This design comes from an exercise in tuning for small area and a short achievable clock period on the open sky130 flow, not from production work. Power is estimated from default activity; no workload was simulated.

== run a ==
Design top, start of the top module:
module top (
    clk_in,
    rst_in,
    data_in,
    load_weight_in,
    in_valid_in,
    pop_in,
    sum_out
);
For scale: roughly 17,000 cells after synthesis, about 28 I/O pins.
export LEC_CHECK = 0
export CAP_MARGIN = 30
export CORE_MARGIN = 2
export CORE_UTILIZATION = 40
export SLEW_MARGIN = 30
export SYNTH_HIERARCHICAL = 1
export TNS_END_PERCENT = 10
create_clock -name core_clock -period 13.0 [get_ports {clk_in}]
standard.sh (not shown) runs the stock make flow with config.mk's settings and CLKGATE_MAP_FILE= SYNTH_SCRIPT=/design/flow/synth_recipe.tcl, a recipe that flattens the netlist after the stock synthesis.
==> flow/flow/run.sh <==
#!/bin/bash
# Layout: the standard ORFS flow (standard.sh) with these changes to how
# the layout is made; the SDC (clock period, I/O delays, loads) is the standard flow's.
#  - repair_timing aims for extra setup slack, so the achieved period shrinks,
#    and may swap cells across footprints;
#  - the clock tree uses larger sink clusters and no dummy loads;
#  - the port buffers are buf_4 cells.
# ORFS's own logs are in orfs/logs; make's output is in orfs_make.log.
set -euo pipefail
bash standard.sh \
    SETUP_SLACK_MARGIN=9.0 \
    MATCH_CELL_FOOTPRINT=0 \
    BUFFER_PORTS_ARGS="-buffer_cell sky130_fd_sc_hd__buf_4" \
    CTS_ARGS="-sink_clustering_enable -repair_clock_nets -dont_use_dummy_load -sink_clustering_size 22 -sink_clustering_max_diameter 105" \
    finish > orfs_make.log 2>&1
Run a finished every stage and its layout cleared the timing, design-rule and antenna checks.
What run b does differently from run a at the input level:
--- a/flow/design.v
+++ b/flow/design.v
@@ -324,24 +324,22 @@
 );
 parameter WIDTH = 14;
 parameter O_CH = 64;
 input                            clk_in, rst_in;
 input      [9-1:0]               data_in;
 input                            load_weight_in;
 input                            in_valid_in;
 input                            pop_in;
 output     [WIDTH-1:0]           sum_out;
 reg        [O_CH-1:0]            weight_row_r;     
 reg        [O_CH-1:0]            next_row_r;       
-reg        [O_CH-1:0]            next_row_b_r;     
-reg        [O_CH-1:0]            next_row_c_r;     
 wire       [O_CH-1:0]            next2_row;        
 reg        [3-1:0]               ctl_count_r;      
 reg                              ctl_active_r;     
 reg        [4-1:0]               pixel_r;          
 reg        [WIDTH-1:0]           out_r;
 reg                              cleared_r;        
 reg        [9-1:0]               activation_r [1:O_CH-2];
 reg                              in_valid_r   [1:O_CH-1];   
 wire       [4*WIDTH-1:0]         row_psum  [0:O_CH-1];
 wire       [3-1:0]               row_count [0:O_CH-1];
 wire       [4-1:0]               row_e     [0:O_CH-1];
@@ -377,26 +375,22 @@
             .data_in(data_in),
             .count_out(row_count[k]),
             .e_out(row_e[k]),
             .psum_out(row_psum[k]),
             .sum_out(row_sum[k])
         );
     end
 endgenerate
 always @(posedge clk_in) begin
     next_row_r  <= !pop_in ? {{O_CH-1{1'b0}}, 1'b1} :
                    pixel_r[2] ? {next_row_r[O_CH-2:0], next_row_r[O_CH-1]} : next_row_r;
-    next_row_b_r <= !pop_in ? {{O_CH-1{1'b0}}, 1'b1} :
-                   pixel_r[2] ? {next_row_b_r[O_CH-2:0], next_row_b_r[O_CH-1]} : next_row_b_r;
-    next_row_c_r <= !pop_in ? {{O_CH-1{1'b0}}, 1'b1} :
-                   pixel_r[2] ? {next_row_c_r[O_CH-2:0], next_row_c_r[O_CH-1]} : next_row_c_r;
     pixel_r     <= pop_in ? {pixel_r[2:0], pixel_r[3]} : 4'b0001;
 end
 assign next2_row = pixel_r[2] ? {next_row_r[O_CH-2:0], next_row_r[O_CH-1]} : next_row_r;
 wire       [3-1:0]               pre_count;
 wire                             pre_active, pre_active_above;
 wire       [(O_CH-1)*3-1:0]      all_count;
 wire       [O_CH-2:0]            all_active, all_active_above;
 generate
     for (k = 1; k < O_CH; k = k + 1) begin : GATHER_CTL
         assign all_count[(k-1)*3 +: 3]  = row_count[k];
         assign all_active[k-1]          = row_active[k];
@@ -419,23 +413,23 @@
 wire       [3-1:0]               sel_count = ctl_count_r;
 wire                             sel_active = ctl_active_r;
 wire       [(O_CH-1)*4*WIDTH-1:0] all_psum;
 wire       [(O_CH-1)*4-1:0]      all_e;
 generate
     for (k = 1; k < O_CH; k = k + 1) begin : GATHER
         assign all_psum[(k-1)*4*WIDTH +: 4*WIDTH] = row_psum[k];
         assign all_e[(k-1)*4 +: 4]                = row_e[k];
     end
 endgenerate
 read_mux #(.WIDTH(WIDTH), .ROWS(O_CH-1)) read_mux (
-    .select({next_row_c_r[O_CH-1:1], next_row_b_r[O_CH-1:1], next_row_r[O_CH-1:1]}),
+    .select(next_row_r[O_CH-1:1]),
     .psum_in(all_psum), .e_in(all_e),
     .psum_out(sel_psum), .e_out(sel_e)
 );
 wire       [WIDTH-1:0]           sel_sum;
 PE_quick #(.WIDTH(WIDTH)) PE_quick (
     .e_in(sel_e),
     .valid_in(sel_count[2]),
     .psum_in(sel_psum[4*WIDTH-1:3*WIDTH]),
     .psum_out(sel_sum)
 );
 wire       [4-1:0]               next_slot = {pixel_r[3], pixel_r[0], pixel_r[1], pixel_r[2]};
@@ -454,49 +448,47 @@
 endmodule
 module read_mux (
     select,
     psum_in,
     e_in,
     psum_out,
     e_out
 );
 parameter WIDTH = 14;
 parameter ROWS = 63;
 localparam D = 4*WIDTH + 4;   
-input      [3*ROWS-1:0]          select;      
+input      [ROWS-1:0]            select;
 input      [ROWS*4*WIDTH-1:0]    psum_in;
 input      [ROWS*4-1:0]          e_in;
 output     [4*WIDTH-1:0]         psum_out;
 output     [4-1:0]               e_out;
 wire       [64*D-1:0]            rows;
-wire       [3*64-1:0]            sel = {{64-ROWS{1'b0}}, select[2*ROWS +: ROWS],
-                                        {64-ROWS{1'b0}}, select[ROWS +: ROWS],
-                                        {64-ROWS{1'b0}}, select[0 +: ROWS]};
+wire       [64-1:0]              sel = {{64-ROWS{1'b0}}, select};
 genvar r, b;
 generate
     for (r = 0; r < 64; r = r + 1) begin : ROW
         if (r < ROWS)
             assign rows[r*D +: D] = {e_in[r*4 +: 4], psum_in[r*4*WIDTH +: 4*WIDTH]};
         else
             assign rows[r*D +: D] = {D{1'b0}};
     end
 endgenerate
 wire       [32*D-1:0]            l1;    
 wire       [8*D-1:0]             l2;    
 wire       [4*D-1:0]             l3;    
 wire       [D-1:0]               l4;
 generate
     for (r = 0; r < 32; r = r + 1) begin : L1
         for (b = 0; b < 3; b = b + 1) begin : S
-            read_aoi #(.D(D/3)) node (.s0(sel[b*64 + 2*r]), .d0(rows[2*r*D + b*(D/3) +: D/3]),
-                                      .s1(sel[b*64 + 2*r+1]), .d1(rows[(2*r+1)*D + b*(D/3) +: D/3]),
+            read_aoi #(.D(D/3)) node (.s0(sel[2*r]), .d0(rows[2*r*D + b*(D/3) +: D/3]),
+                                      .s1(sel[2*r+1]), .d1(rows[(2*r+1)*D + b*(D/3) +: D/3]),
                                       .y(l1[r*D + b*(D/3) +: D/3]));
         end
     end
     for (r = 0; r < 8; r = r + 1) begin : L2
         read_nand4 #(.D(D)) node (.a(l1[4*r*D +: D]), .b(l1[(4*r+1)*D +: D]),
                                   .c(l1[(4*r+2)*D +: D]), .d(l1[(4*r+3)*D +: D]),
                                   .y(l2[r*D +: D]));
     end
     for (r = 0; r < 4; r = r + 1) begin : L3
         read_nor2 #(.D(D)) node (.a(l2[2*r*D +: D]), .b(l2[(2*r+1)*D +: D]),
                                  .y(l3[r*D +: D]));
==> comparison <==
Going from run a to run b, sink count of the clock tree moved down; delay of the slowest critical-path stage now smaller.
Measured against each other, run a and run b differ in register-to-register slack, the lower figure coming from run a.
Sort run a and run b by overall track demand over capacity in global routing desc -> top: run a
Est. power | run b vs run a | run b lower
Die height in run b vs run a: down about 1%
Against run a, number of vias per cell in run b fell slightly.
Function was not checked in any run of this note: the RTL went through the layout flow alone.

---

top, a different RTL version from the one above (not shown whole).
Size: ~28 I/O pins, roughly 240000 sq um of cells after synthesis.
export LEC_CHECK = 0
export CAP_MARGIN = 20
export CORE_MARGIN = 2
export CORE_UTILIZATION = 40
export SLEW_MARGIN = 20
export SYNTH_HIERARCHICAL = 1
export TNS_END_PERCENT = 10
create_clock -name core_clock -period 13.0 [get_ports {clk_in}]
Scripts as last shown in full above: flow/flow/run.sh
==> next run, changes <==
--- a/flow/design.v
+++ b/flow/design.v
@@ -327,14 +327,13 @@
 input                            clk_in, rst_in;
 input      [9-1:0]               data_in;
 input                            load_weight_in;
 input                            in_valid_in;
 input                            pop_in;
 output     [WIDTH-1:0]           sum_out;
-reg        [6-1:0]               weight_count_r;   
-wire       [O_CH-1:0]            weight_row;       
+reg        [O_CH-1:0]            weight_row_r;     
 reg        [O_CH-1:0]            next_row_r;       
 wire       [O_CH-1:0]            next2_row;        
 reg        [3-1:0]               ctl_count_r;      
 reg                              ctl_active_r;     
 reg        [4-1:0]               pixel_r;          
 reg        [WIDTH-1:0]           out_r;
@@ -344,15 +343,15 @@
 wire       [4*WIDTH-1:0]         row_psum  [0:O_CH-1];
 wire       [3-1:0]               row_count [0:O_CH-1];
 wire       [4-1:0]               row_e     [0:O_CH-1];
 wire       [WIDTH-1:0]           row_sum   [0:O_CH-1];
 wire                             row_active [0:O_CH-1];
 always @(posedge clk_in) begin
-    weight_count_r <= load_weight_in ? weight_count_r + 6'd1 : 6'd0;
+    weight_row_r <= load_weight_in ? {weight_row_r[O_CH-2:0], weight_row_r[O_CH-1]}
+                                   : {{O_CH-1{1'b0}}, 1'b1};
 end
-decode64 decode64 (.in(weight_count_r), .out(weight_row));
 integer m;
 always @(posedge clk_in) begin
     cleared_r <= ~rst_in;
     activation_r[1] <= data_in;
     for (m = 2; m <= O_CH-2; m = m + 1) begin
         activation_r[m] <= activation_r[m-1];
@@ -369,13 +368,13 @@
         PE_column #(.WIDTH(WIDTH), .FIRST(k == 0)) PE_column (
             .clk_in(clk_in),
             .rst_in(rst_in),
             .cleared_in(cleared_r),
             .active_in(row_active[k]),
             .activation_in((k <= 1) ? data_in : activation_r[(k <= 1) ? 1 : k-1]),
-            .load_in(load_weight_in && weight_row[k]),
+            .load_in(load_weight_in && weight_row_r[k]),
             .data_in(data_in),
             .count_out(row_count[k]),
             .e_out(row_e[k]),
             .psum_out(row_psum[k]),
             .sum_out(row_sum[k])
         );
@@ -471,49 +470,38 @@
             assign rows[r*D +: D] = {e_in[r*4 +: 4], psum_in[r*4*WIDTH +: 4*WIDTH]};
         else
             assign rows[r*D +: D] = {D{1'b0}};
     end
 endgenerate
 wire       [32*D-1:0]            l1;    
-wire       [8*D-1:0]             l2;    
-wire       [4*D-1:0]             l3;    
-wire       [D-1:0]               l4;
+wire       [16*D-1:0]            l2;    
+wire       [8*D-1:0]             l3;    
+wire       [4*D-1:0]             l4;    
+wire       [2*D-1:0]             l5;    
+wire       [D-1:0]               l6;
 generate
     for (r = 0; r < 32; r = r + 1) begin : L1
         read_aoi #(.D(D)) node (.s0(sel[2*r]), .d0(rows[2*r*D +: D]),
                                 .s1(sel[2*r+1]), .d1(rows[(2*r+1)*D +: D]),
                                 .y(l1[r*D +: D]));
     end
-    for (r = 0; r < 8; r = r + 1) begin : L2
-        read_nand4 #(.D(D)) node (.a(l1[4*r*D +: D]), .b(l1[(4*r+1)*D +: D]),
-                                  .c(l1[(4*r+2)*D +: D]), .d(l1[(4*r+3)*D +: D]),
-                                  .y(l2[r*D +: D]));
-    end
-    for (r = 0; r < 4; r = r + 1) begin : L3
-        read_nor2 #(.D(D)) node (.a(l2[2*r*D +: D]), .b(l2[(2*r+1)*D +: D]),
-                                 .y(l3[r*D +: D]));
+    for (r = 0; r < 16; r = r + 1) begin : L2
+        read_nand2 #(.D(D)) node (.a(l1[2*r*D +: D]), .b(l1[(2*r+1)*D +: D]), .y(l2[r*D +: D]));
     end
-endgenerate
-read_nand4 #(.D(D)) L4 (.a(l3[0 +: D]), .b(l3[D +: D]), .c(l3[2*D +: D]), .d(l3[3*D +: D]),
-                        .y(l4));
-assign {e_out, psum_out} = l4;
-endmodule
-module decode64 (
-    in,
-    out
-);
-input      [6-1:0]               in;
-output     [64-1:0]              out;
-wire       [8-1:0]               lo = 8'd1 << in[2:0];
-wire       [8-1:0]               hi = 8'd1 << in[5:3];
-genvar i;
-generate
-    for (i = 0; i < 64; i = i + 1) begin : D
-        assign out[i] = hi[i/8] & lo[i%8];
+    for (r = 0; r < 8; r = r + 1) begin : L3
+        read_nor2 #(.D(D)) node (.a(l2[2*r*D +: D]), .b(l2[(2*r+1)*D +: D]), .y(l3[r*D +: D]));
+    end
+    for (r = 0; r < 4; r = r + 1) begin : L4
+        read_nand2 #(.D(D)) node (.a(l3[2*r*D +: D]), .b(l3[(2*r+1)*D +: D]), .y(l4[r*D +: D]));
+    end
+    for (r = 0; r < 2; r = r + 1) begin : L5
+        read_nor2 #(.D(D)) node (.a(l4[2*r*D +: D]), .b(l4[(2*r+1)*D +: D]), .y(l5[r*D +: D]));
     end
 endgenerate
+read_nand2 #(.D(D)) L6 (.a(l5[0 +: D]), .b(l5[D +: D]), .y(l6));
+assign {e_out, psum_out} = l6;
 endmodule
 module read_ctl (
     select,
     count_in,
     active_in,
     above_in,
@@ -543,17 +531,17 @@
 parameter D = 1;
 input            s0, s1;
 input  [D-1:0]   d0, d1;
 output [D-1:0]   y;
 assign y = ~(({D{s0}} & d0) | ({D{s1}} & d1));
 endmodule
-module read_nand4 (a, b, c, d, y);
+module read_nand2 (a, b, y);
 parameter D = 1;
-input  [D-1:0]   a, b, c, d;
+input  [D-1:0]   a, b;
 output [D-1:0]   y;
-assign y = ~(a & b & c & d);
+assign y = ~(a & b);
 endmodule
 module read_nor2 (a, b, y);
 parameter D = 1;
 input  [D-1:0]   a, b;
 output [D-1:0]   y;
 assign y = ~(a | b);
=> The new run produced a clean layout; area after synthesis goes up by 1.5%; routed wire length goes down by 7.0%; die area goes up by 1.5%; flip-flop and latch count goes up by 58; via count goes up by 0.31%; sequential power barely changes; count of clock-buffer cells in the layout goes down by 1; utilization goes down by 0.21 points; total power goes down by 2.2%; cell area goes up by 1.3%.
No functional check of the RTL was part of any run of this note.

[re-timing with driven ports]
The flow's constraints put no driver on any port. The routed layouts listed below were extracted and timed again, unchanged, in two steps. Step 1, drivers: a clkbuf_16 drives clk_in and a buf_2 each remaining input, both assumed. Step 2 moves the port delays by t, midway between the first and last clock arrival at a register: inputs arrive t later, outputs are due t later. That takes back most of the time a late clock gives input paths. a / b / c = no drivers / after step 1 / after step 2; a / b = the first two.
| run | t, ns | setup slack, ns | worst register clock-pin slew, ns |
|---|---|---|---|
| run a | 1.109 | 8.448 / 8.341 / 7.232 | 0.10 / 0.10 |
| run b | 1.091 | 8.540 / 8.302 / 7.211 | 0.11 / 0.11 |
| the first run of note 2 | 1.109 | 8.629 / 8.339 / 7.230 | 0.10 / 0.10 |
| the second run of note 2 | 1.112 | 8.546 / 8.436 / 7.324 | 0.10 / 0.10 |
After both steps setup and hold are still met in every run listed. For the first run of note 2, which loses most, drivers alone change the setup slack by -0.290 ns; drivers and shift together by -1.399 ns.
